Background: an optimization exercise with open tools, aiming at small area, a short achievable clock period and few clock cycles. Do not read the settings as production practice.
In this exercise RTL edits were held to simulation tests only and were not proved equivalent to the original.
Power figures rest on the tool's default switching activity, not on a simulated workload.

==> module zmc_alu, before the edit <==
module zmc_alu (
	input  [15:0] a_in,
	input  [15:0] b_in,
	input  [7:0]  op_in,
	input         z_flag_in,
	input         s_flag_in,
	input         c_flag_in,
	input         ovr_flag_in,
	input         clk,
	input         a_reset_l,
	output reg [15:0] c_out,
	output reg    z_flag_out,
	output reg    s_flag_out,
	output reg    c_flag_out,
	output reg    ovr_flag_out,
	output        valid_out
);
	wire [15:0] a = a_in;
	wire [15:0] b = b_in;
	wire [3:0]  n = op_in[3:0];
	wire        cont = op_in[5];
	wire        zi = z_flag_in, si = s_flag_in, ci = c_flag_in, vi = ovr_flag_in;
	wire hi00    = (op_in[7:6] == 2'b00) & ~op_in[4];
	wire n_arith = (n == 4'h0) | (n == 4'h1) | (n == 4'h3) | (n == 4'h4) | (n == 4'h8) | (n == 4'hB);
	wire g_arith = hi00 & n_arith;
	wire g_logic = (op_in[7:4] == 4'h4);
	wire g_shift = (op_in[7:4] == 4'h8) & ~(op_in[2] & op_in[1]);
	wire is_mul  = hi00 & (n == 4'h2);
	wire is_div  = (op_in == 8'h0F);
	wire is_md   = is_mul | is_div;
	wire signd   = op_in[5];
	wire        x_a    = (n == 4'h8) | (n == 4'hB);
	wire        x_ones = (n == 4'h4);
	wire        x_d    = (n == 4'hF);
	wire        y_inv  = (n == 4'h3) | (n == 4'hB) | (n == 4'hF);
	wire        cin    = cont ? (ci & (n != 4'h0)) : ((n == 4'h1) | (n == 4'h3) | (n == 4'hB) | (n == 4'hF));
	wire [15:0] dx;
	wire [15:0] x = x_a ? a : x_d ? dx : {16{x_ones}};
	wire [15:0] y = y_inv ? ~b : b;
	wire [15:0] sum, carry;
	wire        c16;
	pfx_add #(16) add_i (.x(x), .y(y), .cin(cin), .s(sum), .c(carry), .cout(c16));
	wire        c15 = carry[15];
	wire        sum_zero = ((x ^ y) == {x[14:0] | y[14:0], cin});
	wire        b_nz   = |b;
	wire        b_lnz  = |b[14:0];
	wire        neg_sub = ~cont & y_inv;       
	wire        negc    = cont & (n == 4'h3);  
	reg ar_c, ar_v;
	always @(*) begin
		if (negc) begin
			ar_c = b_nz | ci;
			ar_v = ~ci & b[15] & ~b_lnz;
		end else if (neg_sub) begin
			ar_c = c16 & b_nz;
			ar_v = (c16 & b_nz) ^ (c15 & b_lnz);
		end else begin
			ar_c = c16;
			ar_v = c16 ^ c15;
		end
	end
	wire mov   = (n == 4'h0);
	wire ar_z  = mov ? zi : (sum_zero & (~cont | zi));
	wire ar_s  = mov ? si : sum[15];
	wire ar_cf = mov ? ci : ar_c;
	wire ar_vf = mov ? vi : ar_v;
	reg [15:0] lg;
	integer i;
	always @(*) begin
		for (i = 0; i < 16; i = i + 1)
			lg[i] = op_in[{b[i], a[i]}];
		if (n == 4'hF) lg = 16'h0001;
	end
	reg        sh_fill, sh_c;
	reg [15:0] sh;
	always @(*) begin
		sh_c = ci;
		case (op_in[2:0])
			3'd0: sh_fill = 1'b0;
			3'd1: sh_fill = 1'b1;
			3'd2: sh_fill = op_in[3] ? b[0] : b[15];
			3'd4: sh_fill = op_in[3] ? b[15] : b[0];
			default: sh_fill = ci;
		endcase
		if (op_in[2:0] == 3'd5) sh_c = op_in[3] ? b[15] : b[0];
		sh = op_in[3] ? {b[14:0], sh_fill} : {sh_fill, b[15:1]};
	end
	reg         busy;  
	reg         vreg;  
	reg  [3:0]  pos;   
	reg  [16:0] ra;    
	reg  [14:0] rb;    
	wire        first = ~busy;
	wire [24:0] t;
	mul_step mul_i (
		.h(first ? 17'd0 : ra),
		.A({signd & a[15], a}),
		.C(first ? b[7:0] : b[15:8]),
		.neg(signd & ~first),
		.t(t)
	);
	reg  [3:0]  nf;
	integer k;
	always @(*) begin
		nf = 4'd15;
		for (k = 0; k < 16; k = k + 1)
			if (b[k]) nf = 15 - k;
	end
	wire        nf_small = b[15] | b[14];
	wire [15:0] r_init = {1'b0, a[15:1]} >> nf;
	wire        abit = a[pos];
	wire [3:0]  pos_m1 = (busy ? pos : nf) - 4'd1;
	assign      dx = busy ? {ra[14:0], abit} : b[15] ? a : {1'b0, a[15:1]};
	wire        q = (busy & ra[15]) | c16;
	wire [15:0] r_next = q ? sum : dx;
	always @(posedge clk or negedge a_reset_l) begin
		if (!a_reset_l) begin
			busy <= 1'b0;
			vreg <= 1'b0;
		end else begin
			busy <= is_md & ~vreg;
			vreg <= ~vreg & ((busy & (is_mul | (is_div & (pos == 4'd0)))) | (~busy & is_div & b[15]));
		end
	end
	always @(posedge clk) begin
		pos <= (busy | nf_small) ? pos_m1 : nf;
		if (is_mul) begin
			ra <= t[24:8];
			rb <= {7'd0, t[7:0]};
		end else begin
			ra <= {1'b0, (busy | nf_small) ? r_next : r_init};
			rb <= busy ? {rb[13:0], q} : {14'd0, q & nf_small};
		end
	end
	assign valid_out = vreg;
	wire [15:0] md_out = vreg ? ra[15:0] :
	                     is_mul ? {t[7:0], rb[7:0]} : {busy ? rb[14:0] : 15'd0, q};
	wire a_z  = ~(|a);
	wire md_z = is_div ? (a_z & b_nz) : (a_z | ~b_nz);
	wire md_s = is_div ? si : (signd & (a[15] ^ b[15]));
	wire md_v = is_div ? ~b_nz : vi;
	always @(*) begin
		c_out = 16'd0; z_flag_out = 1'b0; s_flag_out = 1'b0; c_flag_out = 1'b0; ovr_flag_out = 1'b0;
		if (g_arith) begin
			c_out = sum; z_flag_out = ar_z; s_flag_out = ar_s; c_flag_out = ar_cf; ovr_flag_out = ar_vf;
		end else if (g_logic) begin
			c_out = lg; z_flag_out = (lg == 16'd0); s_flag_out = lg[15]; c_flag_out = ci; ovr_flag_out = vi;
		end else if (g_shift) begin
			c_out = sh; z_flag_out = (sh == 16'd0); s_flag_out = sh[15]; c_flag_out = sh_c; ovr_flag_out = vi;
		end else if (is_md) begin
			c_out = md_out; z_flag_out = md_z; s_flag_out = md_s; c_flag_out = ci; ovr_flag_out = md_v;
		end
	end
endmodule
clock: 16.0 ns
lec_check: 0
abc_clock_period_in_ps: 8000
cap_margin: 20
core_margin: 2
core_utilization: 40
setup_slack_margin: 5
slew_margin: 20
run.sh (not shown) runs the stock make flow with config.mk's settings and CLKGATE_MAP_FILE= SYNTH_SCRIPT=/design/flow/synth_recipe.tcl, a recipe that flattens the netlist after the stock synthesis.
The starting point finished with timing, DRC and antenna clean.
Testbench counts at the start, summed over its fixed seeds: cycles 5,871.
Change:
--- a/flow/design.v
+++ b/flow/design.v
@@ -412,39 +412,37 @@
 	always @(*) begin
 		nf = 4'd15;
 		for (k = 0; k < 16; k = k + 1)
 			if (b[k]) nf = 15 - k;
 	end
-	wire        nf_small = b[15] | b[14];
 	wire [15:0] r_init = {1'b0, a[15:1]} >> nf;
 	wire        abit = a[pos];
-	wire [3:0]  pos_m1 = (busy ? pos : nf) - 4'd1;
-	assign      dx = busy ? {ra[14:0], abit} : b[15] ? a : {1'b0, a[15:1]};
-	wire        q = (busy & ra[15]) | c16;
+	assign      dx = {ra[14:0], abit};
+	wire        q = ra[15] | c16;
 	wire [15:0] r_next = q ? sum : dx;
 	always @(posedge clk or negedge a_reset_l) begin
 		if (!a_reset_l) begin
 			busy <= 1'b0;
 			vreg <= 1'b0;
 		end else begin
 			busy <= is_md & ~vreg;
-			vreg <= ~vreg & ((busy & (is_mul | (is_div & (pos == 4'd0)))) | (~busy & is_div & b[15]));
+			vreg <= ~vreg & busy & (is_mul | (is_div & (pos == 4'd0)));
 		end
 	end
 	always @(posedge clk) begin
-		pos <= (busy | nf_small) ? pos_m1 : nf;
+		pos <= busy ? pos - 4'd1 : nf;
 		if (is_mul) begin
 			ra <= t[24:8];
 			rb <= {7'd0, t[7:0]};
 		end else begin
-			ra <= {1'b0, (busy | nf_small) ? r_next : r_init};
-			rb <= busy ? {rb[13:0], q} : {14'd0, q & nf_small};
+			ra <= {1'b0, busy ? r_next : r_init};
+			rb <= busy ? {rb[13:0], q} : 15'd0;
 		end
 	end
 	assign valid_out = vreg;
 	wire [15:0] md_out = vreg ? ra[15:0] :
-	                     is_mul ? {t[7:0], rb[7:0]} : {busy ? rb[14:0] : 15'd0, q};
+	                     is_mul ? {t[7:0], rb[7:0]} : {rb[14:0], q};
 	wire a_z  = ~(|a);
 	wire md_z = is_div ? (a_z & b_nz) : (a_z | ~b_nz);
 	wire md_s = is_div ? si : (signd & (a[15] ^ b[15]));
 	wire md_v = is_div ? ~b_nz : vi;
 	always @(*) begin
What happened:
- The new run passed the timing, DRC and antenna checks
- power increases by 5.2%
- setup slack gets worse by 63 ps
- sequential power barely changes
- core utilization rises by 0.58 points
- clock-buffer cell count does not change
- routed wire length rises by 3.0%
- worst hold slack hardly moves
- register-to-register slack is worse by 260 ps
- area after synthesis stays flat
Testbench counts after the change, summed over its fixed seeds: cycles 6,068.

-- static timing again, ports no longer ideal --
The flow's constraints put no driver on any port. The routed layouts listed below were extracted and timed again, unchanged, in two steps.
Step 1: set_driving_cell puts a clkbuf_16 on clk and a buf_2 on each other input, an assumption about the parent block.
Step 2, shift: input delay + t, output delay - t, t = (earliest + latest rising clock arrival at the registers) / 2. This alone moves slack from input paths to output paths.
Slacks: ideal / step 1 / step 2; pairs: ideal / step 1.
run	shift t [ns]	slack for setup (ns)	worst hold slack (ns)	clock arrival spread, ns	worst register clock-pin slew, ns
the first run	0.339	5.110 / 5.081 / 5.081	0.466 / 0.466 / 0.466	0.009 / 0.009	0.07 / 0.07
the second run	0.336	5.048 / 5.026 / 5.026	0.468 / 0.468 / 0.468	0.007 / 0.007	0.07 / 0.07
After both steps every run listed still meets setup and hold. The setup slack of the first run, which loses most, moves by -0.029 ns with the drivers and by -0.029 ns with both steps.
